Source: an optimization exercise on an open RTL-to-GDS flow (aim: small area and a short achievable clock period). Production flows keep margins and buffers that such runs may drop.
Where RTL was checked, it was by simulation tests only, not by an equivalence proof against the original.
No activity file was given, so power comes from the tool's default toggle rates.

==> v30 <==
==> flow/design.v (excerpt) <==
module wallace_tree_multiplier (
    input  logic        clk,
    input  logic        reset,
    input  logic [31:0] multiplicand,
    input  logic [31:0] multiplier,
    output logic [63:0] product,
    output logic        overflow
);
clock: 13.5 ns
lec_check: 0
abc_area: 1
cap_margin: 20
core_margin: 2
core_utilization: 70
slew_margin: 20
synth_hierarchical: 1
standard.sh (not shown) runs the stock make flow with config.mk's settings and CLKGATE_MAP_FILE= SYNTH_SCRIPT=/design/flow/synth_recipe.tcl, a recipe that flattens the netlist after the stock synthesis.
==> flow/flow/run.sh <==
#!/bin/bash
# Standard ORFS layout, with plain buf_1 cells as the port buffers (buffer_ports
# otherwise picks a delay-cell buffer for every port), and timing repair aimed
# at a 6.3 ns setup margin.
set -euo pipefail
export BUFFER_PORTS_ARGS="-buffer_cell sky130_fd_sc_hd__buf_1"
bash standard.sh SETUP_SLACK_MARGIN=6.3 finish > standard_flow.log 2>&1
==> v9: changes against v30 <==
==> flow/flow/run.sh (replaced) <==
#!/bin/bash
# Standard ORFS layout, with plain buf_1 cells as the port buffers (buffer_ports
# otherwise picks a delay-cell buffer for every port), and timing repair aimed
# at a 5.9 ns setup margin.
set -euo pipefail
export BUFFER_PORTS_ARGS="-buffer_cell sky130_fd_sc_hd__buf_1"
bash standard.sh SETUP_SLACK_MARGIN=5.9 finish > standard_flow.log 2>&1
==> run summary <==
- Between v9 and v30, the lower design area is in v9 (gap 1.2%, measured against v30).
- In synthesized cell count, v30 and v9 do not differ.
- Of v9 and v30, v30 has the higher non-clock buffer count (gap 11).
- In sequential power, v30 and v9 hardly differ.
- In total power, v30 and v9 hardly differ.
- Maximum frequency: v9 is smaller than v30 (about 5%).
- In combinational power, v30 and v9 hardly differ.
==> figures <==
Status: v30 complete, no violations; v9 complete, no violations
Register clock-pin slew on the reported worst setup and hold paths: v30 90 ps; v9 80 ps
Maximum single-stage delay on the critical path: v30 520 ps; v9 680 ps
Clock distribution power: v30 297 uW; v9 296 uW
Via count of the first global-routing pass: v30 23349; v9 23168
Share of final layout cell area taken by clock buffers and inverters: v30 1.17%; v9 1.18%
Inverters excl. clock: v30 237; v9 236
Multi-input combinational area share: v30 77.9%; v9 78.6%
Power dissipated by switching net loads: v30 3870 uW; v9 3860 uW
Met1 track demand over resource: v30 59.5%; v9 59.6%
Maximum net fanout on the critical path: v30 35; v9 39
Violation count after the first detailed-routing iteration: v30 3164; v9 3124
Cell area after layout: v30 26600 sq um; v9 26300 sq um
Timing endpoint of the critical path: v30 qb[35]; v9 qb[32]
Signed area change from the synthesized netlist to the final layout: v30 6.15%; v9 4.84%
Function was not checked in any run of this note: the RTL went through the layout flow alone.

==> 09-24 <==
wallace_tree_multiplier, a different RTL version from the one above (not shown whole).
clock: 13.5 ns
lec_check: 0
abc_area: 1
cap_margin: 20
core_margin: 2
core_utilization: 70
slew_margin: 20
synth_hierarchical: 1
==> flow/flow/run.sh <==
#!/bin/bash
# Standard ORFS layout, with plain buf_1 cells as the port buffers (buffer_ports
# otherwise picks a delay-cell buffer for every port), and timing repair aimed
# at a 7.1 ns setup margin.
set -euo pipefail
export BUFFER_PORTS_ARGS="-buffer_cell sky130_fd_sc_hd__buf_1"
bash standard.sh SETUP_SLACK_MARGIN=7.1 finish > standard_flow.log 2>&1
==> 09-08 (differences from 09-24) <==
==> flow/flow/run.sh (replaced) <==
#!/bin/bash
# Standard ORFS layout, with plain buf_1 cells as the port buffers (buffer_ports
# otherwise picks a delay-cell buffer for every port), and timing repair aimed
# at a 6.7 ns setup margin.
set -euo pipefail
export BUFFER_PORTS_ARGS="-buffer_cell sky130_fd_sc_hd__buf_1"
bash standard.sh SETUP_SLACK_MARGIN=6.7 finish > standard_flow.log 2>&1
==> qor summary <==
|  | 09-24 | 09-08 |
|---|---|---|
| Power density of the placed cells | 288 mW/mm^2 | 289 mW/mm^2 |
| Final-layout clock buffer total | 19 | 21 |
| Slack of the critical path | 7.06 ns | 6.80 ns |
| GRT Total Usage | 45.8% | 44.4% |
| Outcome | no timing/DRC/antenna violations | no timing/DRC/antenna violations |
| Final critical path time including I/O delays and setup | 6.44 ns | 6.70 ns |
| Final clock period utilization by the worst path | 47.7% | 49.7% |
| Combined area of the multi-input logic cells | 0.0212 sq mm | 0.0208 sq mm |
| DP Wirelength | 57700 microns | 57300 microns |
| Static power due to leakage | 13.3 nW | 12.6 nW |
| Antenna Diode Count | 0 | 1 |
| Average vias per placed instance | 6.97 | 6.87 |
| Data required time of the worst path | 13.84 ns | 13.83 ns |
| Clock latency (worst-skew pair) | 0.47 ns | 0.46 ns |
| Share of final-layout standard cells stronger than drive strength 1 | 11.8% | 7.31% |
| Global-route wire length before repair | 134000 microns | 131000 microns |
| Placer's final routability congestion estimate | 1.00 | 0.940 |
| Cell Int Power | 3.90 mW | 3.72 mW |
| Fill cells | 2326 | 2583 |
| Clock transition at path regs | 0.07 ns | 0.06 ns |
| Placed cell area | 0.0270 sq mm | 0.0270 sq mm |
| DR vias | 24000 | 23100 |
| Post-placement worst setup slack | 5.83 ns | 5.67 ns |
| Transition time at the pin with the least slew margin | 0.923 ns | 0.926 ns |
| Share of cell area taken by flip-flops and latches | 12.1% | 12.8% |
| Sequential group power | 825 uW | 820 uW |
No functional check of the RTL was part of any run of this note.

==> run K <==
wallace_tree_multiplier, a different RTL version from the one above (not shown whole).
## wallace_tree_multiplier
module wallace_tree_multiplier (
    input  logic        clk,
    input  logic        reset,
    input  logic [31:0] multiplicand,
    input  logic [31:0] multiplier,
    output logic [63:0] product,
    output logic        overflow
);
export LEC_CHECK = 0
export ABC_AREA = 1
export CAP_MARGIN = 20
export CORE_MARGIN = 2
export CORE_UTILIZATION = 70
export SLEW_MARGIN = 20
export SYNTH_HIERARCHICAL = 1
create_clock -name core_clock -period 13.5 [get_ports {clk}]
==> flow/flow/run.sh <==
#!/bin/bash
# Standard ORFS layout, with plain buf_1 cells as the port buffers (buffer_ports
# otherwise picks a delay-cell buffer for every port), and timing repair aimed
# at a 6.7 ns setup margin.
set -euo pipefail
export BUFFER_PORTS_ARGS="-buffer_cell sky130_fd_sc_hd__buf_1"
bash standard.sh SETUP_SLACK_MARGIN=6.7 finish > standard_flow.log 2>&1
==> inputs of run D, as changes to run K <==
--- a/flow/design.v
+++ b/flow/design.v
@@ -175,15 +175,15 @@
     mul_fa us159 (.a(pp2[16]), .b(pp3[14]), .c(pp4[12]), .s(s159), .co(c160));
     mul_fa us161 (.a(pp5[10]), .b(pp6[8]), .c(pp7[6]), .s(s161), .co(c162));
     mul_fa us163 (.a(pp8[4]), .b(pp9[2]), .c(pp10[0]), .s(s163), .co(c164));
     mul_fa us165 (.a(c142), .b(c144), .c(c146), .s(s165), .co(c166));
     mul_fa us167 (.a(s157), .b(s159), .c(s161), .s(s167), .co(c168));
     mul_fa us169 (.a(s163), .b(c148), .c(c150), .s(s169), .co(c170));
     mul_fa us171 (.a(s165), .b(s167), .c(c152), .s(s171), .co(c172));
-    mul_fa us173 (.a(s169), .b(c154), .c(s171), .s(s173), .co(c174));
+    mul_ha us173 (.a(s169), .b(c154), .s(s173), .co(c174));
     mul_fa us175 (.a(pp0[21]), .b(pp1[19]), .c(pp2[17]), .s(s175), .co(c176));
     mul_fa us177 (.a(pp3[15]), .b(pp4[13]), .c(pp5[11]), .s(s177), .co(c178));
     mul_fa us179 (.a(pp6[9]), .b(pp7[7]), .c(pp8[5]), .s(s179), .co(c180));
     mul_fa us181 (.a(pp9[3]), .b(pp10[1]), .c(c158), .s(s181), .co(c182));
     mul_fa us183 (.a(c160), .b(c162), .c(c164), .s(s183), .co(c184));
     mul_fa us185 (.a(s175), .b(s177), .c(s179), .s(s185), .co(c186));
     mul_fa us187 (.a(c166), .b(c168), .c(s181), .s(s187), .co(c188));
@@ -194,15 +194,15 @@
     mul_fa us197 (.a(pp5[12]), .b(pp6[10]), .c(pp7[8]), .s(s197), .co(c198));
     mul_fa us199 (.a(pp8[6]), .b(pp9[4]), .c(pp10[2]), .s(s199), .co(c200));
     mul_fa us201 (.a(pp11[0]), .b(c176), .c(c178), .s(s201), .co(c202));
     mul_fa us203 (.a(c180), .b(s193), .c(s195), .s(s203), .co(c204));
     mul_fa us205 (.a(s197), .b(s199), .c(c182), .s(s205), .co(c206));
     mul_fa us207 (.a(c184), .b(c186), .c(s201), .s(s207), .co(c208));
     mul_fa us209 (.a(s203), .b(c188), .c(s205), .s(s209), .co(c210));
-    mul_fa us211 (.a(s207), .b(c190), .c(s209), .s(s211), .co(c212));
+    mul_ha us211 (.a(s207), .b(c190), .s(s211), .co(c212));
     mul_fa us213 (.a(pp0[23]), .b(pp1[21]), .c(pp2[19]), .s(s213), .co(c214));
     mul_fa us215 (.a(pp3[17]), .b(pp4[15]), .c(pp5[13]), .s(s215), .co(c216));
     mul_fa us217 (.a(pp6[11]), .b(pp7[9]), .c(pp8[7]), .s(s217), .co(c218));
     mul_fa us219 (.a(pp9[5]), .b(pp10[3]), .c(pp11[1]), .s(s219), .co(c220));
     mul_fa us221 (.a(c194), .b(c196), .c(c198), .s(s221), .co(c222));
     mul_fa us223 (.a(c200), .b(s213), .c(s215), .s(s223), .co(c224));
     mul_fa us225 (.a(s217), .b(s219), .c(c202), .s(s225), .co(c226));
@@ -215,15 +215,15 @@
     mul_fa us239 (.a(pp8[8]), .b(pp9[6]), .c(pp10[4]), .s(s239), .co(c240));
     mul_fa us241 (.a(pp11[2]), .b(pp12[0]), .c(c214), .s(s241), .co(c242));
     mul_fa us243 (.a(c216), .b(c218), .c(c220), .s(s243), .co(c244));
     mul_fa us245 (.a(s233), .b(s235), .c(s237), .s(s245), .co(c246));
     mul_fa us247 (.a(s239), .b(c222), .c(c224), .s(s247), .co(c248));
     mul_fa us249 (.a(s241), .b(s243), .c(s245), .s(s249), .co(c250));
     mul_fa us251 (.a(c226), .b(c228), .c(s247), .s(s251), .co(c252));
-    mul_fa us253 (.a(s249), .b(c230), .c(s251), .s(s253), .co(c254));
+    mul_ha us253 (.a(s249), .b(c230), .s(s253), .co(c254));
     mul_fa us255 (.a(pp0[25]), .b(pp1[23]), .c(pp2[21]), .s(s255), .co(c256));
     mul_fa us257 (.a(pp3[19]), .b(pp4[17]), .c(pp5[15]), .s(s257), .co(c258));
     mul_fa us259 (.a(pp6[13]), .b(pp7[11]), .c(pp8[9]), .s(s259), .co(c260));
     mul_fa us261 (.a(pp9[7]), .b(pp10[5]), .c(pp11[3]), .s(s261), .co(c262));
     mul_fa us263 (.a(pp12[1]), .b(c234), .c(c236), .s(s263), .co(c264));
     mul_fa us265 (.a(c238), .b(c240), .c(s255), .s(s265), .co(c266));
     mul_fa us267 (.a(s257), .b(s259), .c(s261), .s(s267), .co(c268));
@@ -238,15 +238,15 @@
     mul_fa us285 (.a(pp11[4]), .b(pp12[2]), .c(pp13[0]), .s(s285), .co(c286));
     mul_fa us287 (.a(c256), .b(c258), .c(c260), .s(s287), .co(c288));
     mul_fa us289 (.a(c262), .b(s277), .c(s279), .s(s289), .co(c290));
     mul_fa us291 (.a(s281), .b(s283), .c(s285), .s(s291), .co(c292));
     mul_fa us293 (.a(c264), .b(c266), .c(c268), .s(s293), .co(c294));
     mul_fa us295 (.a(s287), .b(s289), .c(s291), .s(s295), .co(c296));
     mul_fa us297 (.a(c270), .b(c272), .c(s293), .s(s297), .co(c298));
-    mul_fa us299 (.a(s295), .b(c274), .c(s297), .s(s299), .co(c300));
+    mul_ha us299 (.a(s295), .b(c274), .s(s299), .co(c300));
     mul_fa us301 (.a(pp0[27]), .b(pp1[25]), .c(pp2[23]), .s(s301), .co(c302));
     mul_fa us303 (.a(pp3[21]), .b(pp4[19]), .c(pp5[17]), .s(s303), .co(c304));
     mul_fa us305 (.a(pp6[15]), .b(pp7[13]), .c(pp8[11]), .s(s305), .co(c306));
     mul_fa us307 (.a(pp9[9]), .b(pp10[7]), .c(pp11[5]), .s(s307), .co(c308));
     mul_fa us309 (.a(pp12[3]), .b(pp13[1]), .c(c278), .s(s309), .co(c310));
     mul_fa us311 (.a(c280), .b(c282), .c(c284), .s(s311), .co(c312));
     mul_fa us313 (.a(c286), .b(s301), .c(s303), .s(s313), .co(c314));
@@ -263,42 +263,42 @@
     mul_fa us335 (.a(pp14[0]), .b(c302), .c(c304), .s(s335), .co(c336));
     mul_fa us337 (.a(c306), .b(c308), .c(s325), .s(s337), .co(c338));
     mul_fa us339 (.a(s327), .b(s329), .c(s331), .s(s339), .co(c340));
     mul_fa us341 (.a(s333), .b(c310), .c(c312), .s(s341), .co(c342));
     mul_fa us343 (.a(c314), .b(s335), .c(s337), .s(s343), .co(c344));
     mul_fa us345 (.a(s339), .b(c316), .c(c318), .s(s345), .co(c346));
     mul_fa us347 (.a(s341), .b(s343), .c(c320), .s(s347), .co(c348));
-    mul_fa us349 (.a(c322), .b(s345), .c(s347), .s(s349), .co(c350));
+    mul_ha us349 (.a(c322), .b(s345), .s(s349), .co(c350));
     mul_fa us351 (.a(pp0[29]), .b(pp1[27]), .c(pp2[25]), .s(s351), .co(c352));
     mul_fa us353 (.a(pp3[23]), .b(pp4[21]), .c(pp5[19]), .s(s353), .co(c354));
     mul_fa us355 (.a(pp6[17]), .b(pp7[15]), .c(pp8[13]), .s(s355), .co(c356));
     mul_fa us357 (.a(pp9[11]), .b(pp10[9]), .c(pp11[7]), .s(s357), .co(c358));
     mul_fa us359 (.a(pp12[5]), .b(pp13[3]), .c(pp14[1]), .s(s359), .co(c360));
     mul_fa us361 (.a(c326), .b(c328), .c(c330), .s(s361), .co(c362));
     mul_fa us363 (.a(c332), .b(c334), .c(s351), .s(s363), .co(c364));
     mul_fa us365 (.a(s353), .b(s355), .c(s357), .s(s365), .co(c366));
     mul_fa us367 (.a(s359), .b(c336), .c(c338), .s(s367), .co(c368));
     mul_fa us369 (.a(c340), .b(s361), .c(s363), .s(s369), .co(c370));
     mul_fa us371 (.a(s365), .b(c342), .c(c344), .s(s371), .co(c372));
     mul_fa us373 (.a(s367), .b(s369), .c(c346), .s(s373), .co(c374));
-    mul_ha us375 (.a(s371), .b(c348), .s(s375), .co(c376));
+    mul_ha us375 (.a(s371), .b(c350), .s(s375), .co(c376));
     mul_fa us377 (.a(neg[15]), .b(pp0[30]), .c(pp1[28]), .s(s377), .co(c378));
     mul_fa us379 (.a(pp2[26]), .b(pp3[24]), .c(pp4[22]), .s(s379), .co(c380));
     mul_fa us381 (.a(pp5[20]), .b(pp6[18]), .c(pp7[16]), .s(s381), .co(c382));
     mul_fa us383 (.a(pp8[14]), .b(pp9[12]), .c(pp10[10]), .s(s383), .co(c384));
     mul_fa us385 (.a(pp11[8]), .b(pp12[6]), .c(pp13[4]), .s(s385), .co(c386));
     mul_fa us387 (.a(pp14[2]), .b(pp15[0]), .c(c352), .s(s387), .co(c388));
     mul_fa us389 (.a(c354), .b(c356), .c(c358), .s(s389), .co(c390));
     mul_fa us391 (.a(c360), .b(s377), .c(s379), .s(s391), .co(c392));
     mul_fa us393 (.a(s381), .b(s383), .c(s385), .s(s393), .co(c394));
     mul_fa us395 (.a(c362), .b(c364), .c(c366), .s(s395), .co(c396));
     mul_fa us397 (.a(s387), .b(s389), .c(s391), .s(s397), .co(c398));
     mul_fa us399 (.a(s393), .b(c368), .c(c370), .s(s399), .co(c400));
     mul_fa us401 (.a(s395), .b(s397), .c(c372), .s(s401), .co(c402));
-    mul_fa us403 (.a(s399), .b(c374), .c(s401), .s(s403), .co(c404));
+    mul_ha us403 (.a(s399), .b(c374), .s(s403), .co(c404));
     mul_fa us405 (.a(pp0[31]), .b(pp1[29]), .c(pp2[27]), .s(s405), .co(c406));
     mul_fa us407 (.a(pp3[25]), .b(pp4[23]), .c(pp5[21]), .s(s407), .co(c408));
     mul_fa us409 (.a(pp6[19]), .b(pp7[17]), .c(pp8[15]), .s(s409), .co(c410));
     mul_fa us411 (.a(pp9[13]), .b(pp10[11]), .c(pp11[9]), .s(s411), .co(c412));
     mul_fa us413 (.a(pp12[7]), .b(pp13[5]), .c(pp14[3]), .s(s413), .co(c414));
     mul_fa us415 (.a(pp15[1]), .b(c378), .c(c380), .s(s415), .co(c416));
     mul_fa us417 (.a(c382), .b(c384), .c(c386), .s(s417), .co(c418));
@@ -318,15 +318,15 @@
     mul_fa us445 (.a(c410), .b(c412), .c(c414), .s(s445), .co(c446));
     mul_fa us447 (.a(s433), .b(s435), .c(s437), .s(s447), .co(c448));
     mul_fa us449 (.a(s439), .b(s441), .c(c416), .s(s449), .co(c450));
     mul_fa us451 (.a(c418), .b(c420), .c(s443), .s(s451), .co(c452));
     mul_fa us453 (.a(s445), .b(s447), .c(c422), .s(s453), .co(c454));
     mul_fa us455 (.a(c424), .b(s449), .c(c426), .s(s455), .co(c456));
     mul_fa us457 (.a(s451), .b(s453), .c(c428), .s(s457), .co(c458));
-    mul_fa us459 (.a(s455), .b(c430), .c(s457), .s(s459), .co(c460));
+    mul_ha us459 (.a(s455), .b(c430), .s(s459), .co(c460));
     mul_fa us461 (.a(pp0[32]), .b(pp1[31]), .c(pp2[29]), .s(s461), .co(c462));
     mul_fa us463 (.a(pp3[27]), .b(pp4[25]), .c(pp5[23]), .s(s463), .co(c464));
     mul_fa us465 (.a(pp6[21]), .b(pp7[19]), .c(pp8[17]), .s(s465), .co(c466));
     mul_fa us467 (.a(pp9[15]), .b(pp10[13]), .c(pp11[11]), .s(s467), .co(c468));
     mul_fa us469 (.a(pp12[9]), .b(pp13[7]), .c(pp14[5]), .s(s469), .co(c470));
     mul_fa us471 (.a(pp15[3]), .b(c434), .c(c436), .s(s471), .co(c472));
     mul_fa us473 (.a(c438), .b(c440), .c(c442), .s(s473), .co(c474));
@@ -346,15 +346,15 @@
     mul_fa us501 (.a(c466), .b(c468), .c(c470), .s(s501), .co(c502));
     mul_fa us503 (.a(s489), .b(s491), .c(s493), .s(s503), .co(c504));
     mul_fa us505 (.a(s495), .b(s497), .c(c472), .s(s505), .co(c506));
     mul_fa us507 (.a(c474), .b(c476), .c(s499), .s(s507), .co(c508));
     mul_fa us509 (.a(s501), .b(s503), .c(c478), .s(s509), .co(c510));
     mul_fa us511 (.a(c480), .b(s505), .c(s507), .s(s511), .co(c512));
     mul_fa us513 (.a(c482), .b(s509), .c(c484), .s(s513), .co(c514));
-    mul_fa us515 (.a(s511), .b(c486), .c(s513), .s(s515), .co(c516));
+    mul_ha us515 (.a(s511), .b(c486), .s(s515), .co(c516));
     assign s517 = ~(pp2[31] ^ pp3[29]);
     assign c518 = pp2[31] | pp3[29];
     mul_fa us519 (.a(pp4[27]), .b(pp5[25]), .c(pp6[23]), .s(s519), .co(c520));
     mul_fa us521 (.a(pp7[21]), .b(pp8[19]), .c(pp9[17]), .s(s521), .co(c522));
     mul_fa us523 (.a(pp10[15]), .b(pp11[13]), .c(pp12[11]), .s(s523), .co(c524));
     mul_fa us525 (.a(pp13[9]), .b(pp14[7]), .c(pp15[5]), .s(s525), .co(c526));
     mul_fa us527 (.a(s517), .b(c490), .c(c492), .s(s527), .co(c528));
@@ -385,15 +385,15 @@
     mul_fa us575 (.a(pp14[9]), .b(pp15[7]), .c(s567), .s(s575), .co(c576));
     mul_fa us577 (.a(c544), .b(c546), .c(c548), .s(s577), .co(c578));
     mul_fa us579 (.a(c550), .b(s569), .c(s571), .s(s579), .co(c580));
     mul_fa us581 (.a(s573), .b(c552), .c(s575), .s(s581), .co(c582));
     mul_fa us583 (.a(c554), .b(c556), .c(s577), .s(s583), .co(c584));
     mul_fa us585 (.a(s579), .b(c558), .c(s581), .s(s585), .co(c586));
     mul_fa us587 (.a(c560), .b(s583), .c(c562), .s(s587), .co(c588));
-    mul_fa us589 (.a(s585), .b(c564), .c(s587), .s(s589), .co(c590));
+    mul_ha us589 (.a(s585), .b(c564), .s(s589), .co(c590));
     mul_fa us591 (.a(pp4[30]), .b(pp5[28]), .c(pp6[26]), .s(s591), .co(c592));
     mul_fa us593 (.a(pp7[24]), .b(pp8[22]), .c(pp9[20]), .s(s593), .co(c594));
     mul_fa us595 (.a(pp10[18]), .b(pp11[16]), .c(pp12[14]), .s(s595), .co(c596));
     mul_fa us597 (.a(pp13[12]), .b(pp14[10]), .c(pp15[8]), .s(s597), .co(c598));
     mul_fa us599 (.a(~pp3[32]), .b(c568), .c(c570), .s(s599), .co(c600));
     mul_fa us601 (.a(c572), .b(c574), .c(s591), .s(s601), .co(c602));
     mul_fa us603 (.a(s593), .b(s595), .c(s597), .s(s603), .co(c604));
@@ -408,15 +408,15 @@
     mul_fa us619 (.a(pp12[15]), .b(pp13[13]), .c(pp14[11]), .s(s619), .co(c620));
     mul_fa us621 (.a(pp15[9]), .b(s613), .c(c592), .s(s621), .co(c622));
     mul_fa us623 (.a(c594), .b(c596), .c(c598), .s(s623), .co(c624));
     mul_fa us625 (.a(s615), .b(s617), .c(s619), .s(s625), .co(c626));
     mul_fa us627 (.a(c600), .b(c602), .c(c604), .s(s627), .co(c628));
     mul_fa us629 (.a(s621), .b(s623), .c(s625), .s(s629), .co(c630));
     mul_fa us631 (.a(c606), .b(c608), .c(s627), .s(s631), .co(c632));
-    mul_fa us633 (.a(s629), .b(c610), .c(s631), .s(s633), .co(c634));
+    mul_ha us633 (.a(s629), .b(c610), .s(s633), .co(c634));
     mul_fa us635 (.a(pp5[30]), .b(pp6[28]), .c(pp7[26]), .s(s635), .co(c636));
     mul_fa us637 (.a(pp8[24]), .b(pp9[22]), .c(pp10[20]), .s(s637), .co(c638));
     mul_fa us639 (.a(pp11[18]), .b(pp12[16]), .c(pp13[14]), .s(s639), .co(c640));
     mul_fa us641 (.a(pp14[12]), .b(pp15[10]), .c(~pp4[32]), .s(s641), .co(c642));
     mul_fa us643 (.a(c614), .b(c616), .c(c618), .s(s643), .co(c644));
     mul_fa us645 (.a(c620), .b(s635), .c(s637), .s(s645), .co(c646));
     mul_fa us647 (.a(s639), .b(s641), .c(c622), .s(s647), .co(c648));
@@ -429,15 +429,15 @@
     mul_fa us659 (.a(pp10[21]), .b(pp11[19]), .c(pp12[17]), .s(s659), .co(c660));
     mul_fa us661 (.a(pp13[15]), .b(pp14[13]), .c(pp15[11]), .s(s661), .co(c662));
     mul_fa us663 (.a(s655), .b(c636), .c(c638), .s(s663), .co(c664));
     mul_fa us665 (.a(c640), .b(c642), .c(s657), .s(s665), .co(c666));
     mul_fa us667 (.a(s659), .b(s661), .c(c644), .s(s667), .co(c668));
     mul_fa us669 (.a(c646), .b(s663), .c(s665), .s(s669), .co(c670));
     mul_fa us671 (.a(c648), .b(c650), .c(s667), .s(s671), .co(c672));
-    mul_fa us673 (.a(s669), .b(c652), .c(s671), .s(s673), .co(c674));
+    mul_ha us673 (.a(s669), .b(c652), .s(s673), .co(c674));
     mul_fa us675 (.a(pp6[30]), .b(pp7[28]), .c(pp8[26]), .s(s675), .co(c676));
     mul_fa us677 (.a(pp9[24]), .b(pp10[22]), .c(pp11[20]), .s(s677), .co(c678));
     mul_fa us679 (.a(pp12[18]), .b(pp13[16]), .c(pp14[14]), .s(s679), .co(c680));
     mul_fa us681 (.a(pp15[12]), .b(~pp5[32]), .c(c656), .s(s681), .co(c682));
     mul_fa us683 (.a(c658), .b(c660), .c(c662), .s(s683), .co(c684));
     mul_fa us685 (.a(s675), .b(s677), .c(s679), .s(s685), .co(c686));
     mul_fa us687 (.a(s681), .b(c664), .c(c666), .s(s687), .co(c688));
@@ -448,15 +448,15 @@
     mul_fa us695 (.a(pp8[27]), .b(pp9[25]), .c(pp10[23]), .s(s695), .co(c696));
     mul_fa us697 (.a(pp11[21]), .b(pp12[19]), .c(pp13[17]), .s(s697), .co(c698));
     mul_fa us699 (.a(pp14[15]), .b(pp15[13]), .c(s693), .s(s699), .co(c700));
     mul_fa us701 (.a(c676), .b(c678), .c(c680), .s(s701), .co(c702));
     mul_fa us703 (.a(s695), .b(s697), .c(c682), .s(s703), .co(c704));
     mul_fa us705 (.a(s699), .b(c684), .c(c686), .s(s705), .co(c706));
     mul_fa us707 (.a(s701), .b(s703), .c(c688), .s(s707), .co(c708));
-    mul_fa us709 (.a(s705), .b(c690), .c(s707), .s(s709), .co(c710));
+    mul_ha us709 (.a(s705), .b(c690), .s(s709), .co(c710));
     mul_fa us711 (.a(pp7[30]), .b(pp8[28]), .c(pp9[26]), .s(s711), .co(c712));
     mul_fa us713 (.a(pp10[24]), .b(pp11[22]), .c(pp12[20]), .s(s713), .co(c714));
     mul_fa us715 (.a(pp13[18]), .b(pp14[16]), .c(pp15[14]), .s(s715), .co(c716));
     mul_fa us717 (.a(~pp6[32]), .b(c694), .c(c696), .s(s717), .co(c718));
     mul_fa us719 (.a(c698), .b(s711), .c(s713), .s(s719), .co(c720));
     mul_fa us721 (.a(s715), .b(c700), .c(c702), .s(s721), .co(c722));
     mul_fa us723 (.a(s717), .b(c704), .c(s719), .s(s723), .co(c724));
@@ -606,89 +606,89 @@
     assign dc[17] = 1'b0;
     assign da[18] = c124;
     assign db[18] = s139;
     assign dc[18] = 1'b0;
     assign da[19] = c140;
     assign db[19] = s155;
     assign dc[19] = 1'b0;
-    assign da[20] = c156;
+    assign da[20] = s171;
     assign db[20] = s173;
-    assign dc[20] = 1'b0;
+    assign dc[20] = c156;
     assign da[21] = c174;
     assign db[21] = s191;
     assign dc[21] = 1'b0;
-    assign da[22] = c192;
+    assign da[22] = s209;
     assign db[22] = s211;
-    assign dc[22] = 1'b0;
+    assign dc[22] = c192;
     assign da[23] = c212;
     assign db[23] = s231;
     assign dc[23] = 1'b0;
-    assign da[24] = c232;
+    assign da[24] = s251;
     assign db[24] = s253;
-    assign dc[24] = 1'b0;
+    assign dc[24] = c232;
     assign da[25] = c254;
     assign db[25] = s275;
     assign dc[25] = 1'b0;
-    assign da[26] = c276;
+    assign da[26] = s297;
     assign db[26] = s299;
-    assign dc[26] = 1'b0;
+    assign dc[26] = c276;
     assign da[27] = c300;
     assign db[27] = s323;
     assign dc[27] = 1'b0;
-    assign da[28] = c324;
-    assign db[28] = s349;
-    assign dc[28] = 1'b0;
-    assign da[29] = s373;
-    assign db[29] = s375;
-    assign dc[29] = c350;
+    assign da[28] = s349;
+    assign db[28] = s347;
+    assign dc[28] = c324;
+    assign da[29] = c348;
+    assign db[29] = s373;
+    assign dc[29] = s375;
     assign da[30] = c376;
-    assign db[30] = s403;
-    assign dc[30] = 1'b0;
+    assign db[30] = s401;
+    assign dc[30] = s403;
     assign da[31] = s429;
-    assign db[31] = s431;
-    assign dc[31] = c404;
-    assign da[32] = c432;
-    assign db[32] = s459;
-    assign dc[32] = 1'b0;
+    assign db[31] = c404;
+    assign dc[31] = s431;
+    assign da[32] = s457;
+    assign db[32] = c432;
+    assign dc[32] = s459;
     assign da[33] = s485;
-    assign db[33] = s487;
-    assign dc[33] = c460;
-    assign da[34] = c488;
-    assign db[34] = s515;
-    assign dc[34] = 1'b0;
+    assign db[33] = c460;
+    assign dc[33] = s487;
+    assign da[34] = s513;
+    assign db[34] = c488;
+    assign dc[34] = s515;
     assign da[35] = c514;
-    assign db[35] = s541;
-    assign dc[35] = c516;
+    assign db[35] = c516;
+    assign dc[35] = s541;
     assign da[36] = c540;
     assign db[36] = s565;
     assign dc[36] = c542;
-    assign da[37] = c566;
+    assign da[37] = s587;
     assign db[37] = s589;
-    assign dc[37] = 1'b0;
+    assign dc[37] = c566;
     assign da[38] = c588;
-    assign db[38] = s611;
-    assign dc[38] = c590;
-    assign da[39] = c612;
+    assign db[38] = c590;
+    assign dc[38] = s611;
+    assign da[39] = s631;
     assign db[39] = s633;
-    assign dc[39] = 1'b0;
+    assign dc[39] = c612;
     assign da[40] = s651;
     assign db[40] = c634;
     assign dc[40] = s653;
-    assign da[41] = c654;
+    assign da[41] = s671;
     assign db[41] = s673;
-    assign dc[41] = 1'b0;
+    assign dc[41] = c654;
     assign da[42] = s689;
     assign db[42] = c674;
     assign dc[42] = s691;
-    assign da[43] = c692;
+    assign da[43] = s707;
     assign db[43] = s709;
-    assign dc[43] = 1'b0;
+    assign dc[43] = c692;
     assign da[44] = c708;
-    assign db[44] = s725;
-    assign dc[44] = c710;
+    assign db[44] = c710;
+    assign dc[44] = s725;
     assign da[45] = c726;
     assign db[45] = s741;
     assign dc[45] = 1'b0;
     assign da[46] = c740;
     assign db[46] = s755;
     assign dc[46] = c742;
     assign da[47] = c756;
@@ -750,38 +750,38 @@
     mul_ha us881 (.a(qa[13]), .b(qb[13]), .s(s881), .co(c882));
     mul_ha us883 (.a(qa[14]), .b(qb[14]), .s(s883), .co(c884));
     mul_ha us885 (.a(qa[15]), .b(qb[15]), .s(s885), .co(c886));
     mul_ha us887 (.a(qa[16]), .b(qb[16]), .s(s887), .co(c888));
     mul_ha us889 (.a(qa[17]), .b(qb[17]), .s(s889), .co(c890));
     mul_ha us891 (.a(qa[18]), .b(qb[18]), .s(s891), .co(c892));
     mul_ha us893 (.a(qa[19]), .b(qb[19]), .s(s893), .co(c894));
-    mul_ha us895 (.a(qa[20]), .b(qb[20]), .s(s895), .co(c896));
+    mul_fa us895 (.a(qa[20]), .b(qb[20]), .c(qc[20]), .s(s895), .co(c896));
     mul_ha us897 (.a(qa[21]), .b(qb[21]), .s(s897), .co(c898));
-    mul_ha us899 (.a(qa[22]), .b(qb[22]), .s(s899), .co(c900));
+    mul_fa us899 (.a(qa[22]), .b(qb[22]), .c(qc[22]), .s(s899), .co(c900));
     mul_ha us901 (.a(qa[23]), .b(qb[23]), .s(s901), .co(c902));
-    mul_ha us903 (.a(qa[24]), .b(qb[24]), .s(s903), .co(c904));
+    mul_fa us903 (.a(qa[24]), .b(qb[24]), .c(qc[24]), .s(s903), .co(c904));
     mul_ha us905 (.a(qa[25]), .b(qb[25]), .s(s905), .co(c906));
-    mul_ha us907 (.a(qa[26]), .b(qb[26]), .s(s907), .co(c908));
+    mul_fa us907 (.a(qa[26]), .b(qb[26]), .c(qc[26]), .s(s907), .co(c908));
     mul_ha us909 (.a(qa[27]), .b(qb[27]), .s(s909), .co(c910));
-    mul_ha us911 (.a(qa[28]), .b(qb[28]), .s(s911), .co(c912));
+    mul_fa us911 (.a(qa[28]), .b(qb[28]), .c(qc[28]), .s(s911), .co(c912));
     mul_fa us913 (.a(qa[29]), .b(qb[29]), .c(qc[29]), .s(s913), .co(c914));
-    mul_ha us915 (.a(qa[30]), .b(qb[30]), .s(s915), .co(c916));
+    mul_fa us915 (.a(qa[30]), .b(qb[30]), .c(qc[30]), .s(s915), .co(c916));
     mul_fa us917 (.a(qa[31]), .b(qb[31]), .c(qc[31]), .s(s917), .co(c918));
-    mul_ha us919 (.a(qa[32]), .b(qb[32]), .s(s919), .co(c920));
+    mul_fa us919 (.a(qa[32]), .b(qb[32]), .c(qc[32]), .s(s919), .co(c920));
     mul_fa us921 (.a(qa[33]), .b(qb[33]), .c(qc[33]), .s(s921), .co(c922));
-    mul_ha us923 (.a(qa[34]), .b(qb[34]), .s(s923), .co(c924));
+    mul_fa us923 (.a(qa[34]), .b(qb[34]), .c(qc[34]), .s(s923), .co(c924));
     mul_fa us925 (.a(qa[35]), .b(qb[35]), .c(qc[35]), .s(s925), .co(c926));
     mul_fa us927 (.a(qa[36]), .b(qb[36]), .c(qc[36]), .s(s927), .co(c928));
-    mul_ha us929 (.a(qa[37]), .b(qb[37]), .s(s929), .co(c930));
+    mul_fa us929 (.a(qa[37]), .b(qb[37]), .c(qc[37]), .s(s929), .co(c930));
     mul_fa us931 (.a(qa[38]), .b(qb[38]), .c(qc[38]), .s(s931), .co(c932));
-    mul_ha us933 (.a(qa[39]), .b(qb[39]), .s(s933), .co(c934));
+    mul_fa us933 (.a(qa[39]), .b(qb[39]), .c(qc[39]), .s(s933), .co(c934));
     mul_fa us935 (.a(qa[40]), .b(qb[40]), .c(qc[40]), .s(s935), .co(c936));
-    mul_ha us937 (.a(qa[41]), .b(qb[41]), .s(s937), .co(c938));
+    mul_fa us937 (.a(qa[41]), .b(qb[41]), .c(qc[41]), .s(s937), .co(c938));
     mul_fa us939 (.a(qa[42]), .b(qb[42]), .c(qc[42]), .s(s939), .co(c940));
-    mul_ha us941 (.a(qa[43]), .b(qb[43]), .s(s941), .co(c942));
+    mul_fa us941 (.a(qa[43]), .b(qb[43]), .c(qc[43]), .s(s941), .co(c942));
     mul_fa us943 (.a(qa[44]), .b(qb[44]), .c(qc[44]), .s(s943), .co(c944));
     mul_ha us945 (.a(qa[45]), .b(qb[45]), .s(s945), .co(c946));
     mul_fa us947 (.a(qa[46]), .b(qb[46]), .c(qc[46]), .s(s947), .co(c948));
     mul_ha us949 (.a(qa[47]), .b(qb[47]), .s(s949), .co(c950));
     mul_fa us951 (.a(qa[48]), .b(qb[48]), .c(qc[48]), .s(s951), .co(c952));
     mul_ha us953 (.a(qa[49]), .b(qb[49]), .s(s953), .co(c954));
     mul_fa us955 (.a(qa[50]), .b(qb[50]), .c(qc[50]), .s(s955), .co(c956));
==> run summary <==
Via count: run K is smaller than run D (1.9%). Between run D and run K, the lower combinational power is in run K (gap about 1%, measured against run K). Of run K and run D, run D has the higher cell area (gap about 1.1%, measured against run D). Of run D and run K, run D has the higher clock power (gap about 13%, measured against run K). Of run D and run K, run D has the higher sequential share of layout area (gap 0.94 points). In run K the register-to-register slack is lower than in run D, by 190 ps.
==> figures <==
Result of the run: run K finished clean; run D finished clean
Final Power: run K 8.23 mW; run D 8.41 mW
Combinational cell fraction of total power: run K 0.848; run D 0.838
Wire length on met3: run K 12.9 mm; run D 14.3 mm
Clock buffer instance count of the final layout: run K 23; run D 21
Launching element of the worst setup path: run K multiplier[9]; run D multiplier[17]
Area of combinational cells with multiple inputs: run K 20600 sq um; run D 20600 sq um
Count of TritonRoute iterations in the first routing pass: run K 7; run D 9
Final Cycle Share: run K 0.500; run D 0.503
Adder-cell share of the synthesized area: run K 0.394; run D 0.389
Non-clock inverter instance count of the final layout: run K 211; run D 212
Switch share: run K 0.551; run D 0.554
Portion of the layout cell area used by clock cells: run K 0.0188; run D 0.0211
For run D, only the layout was checked, not whether the RTL still works.

==> re-timing with driven ports <==
No port has a modelled driver above. Below, the same layouts with a new extraction and two added sets of constraints. Step 1: set_driving_cell puts a clkbuf_16 on clk and a buf_2 on each other input, an assumption about the parent block. Step 2 moves the port delays by t, midway between the first and last clock arrival at a register: inputs arrive t later, outputs are due t later. That takes back most of the time a late clock gives input paths. Slacks: ideal ports / drivers / drivers and shift; pairs: ideal ports / drivers.
run | t, ns | setup WS [ns] | cell pins on the clock port's net
v30 | 0.450 | 6.336 / 6.360 / 5.910 | 1
v9 | 0.448 | 5.977 / 6.010 / 5.562 | 1
09-24 | 0.521 | 7.060 / 7.083 / 6.562 | 1
09-08 | 0.509 | 6.796 / 6.830 / 6.321 | 1
run K | 0.522 | 6.756 / 6.778 / 6.256 | 1
run D | 0.514 | 6.715 / 6.747 / 6.234 | 1
After both steps every run listed still meets setup and hold. For run K, which loses most, drivers alone change the setup slack by +0.022 ns; drivers and shift together by -0.500 ns.
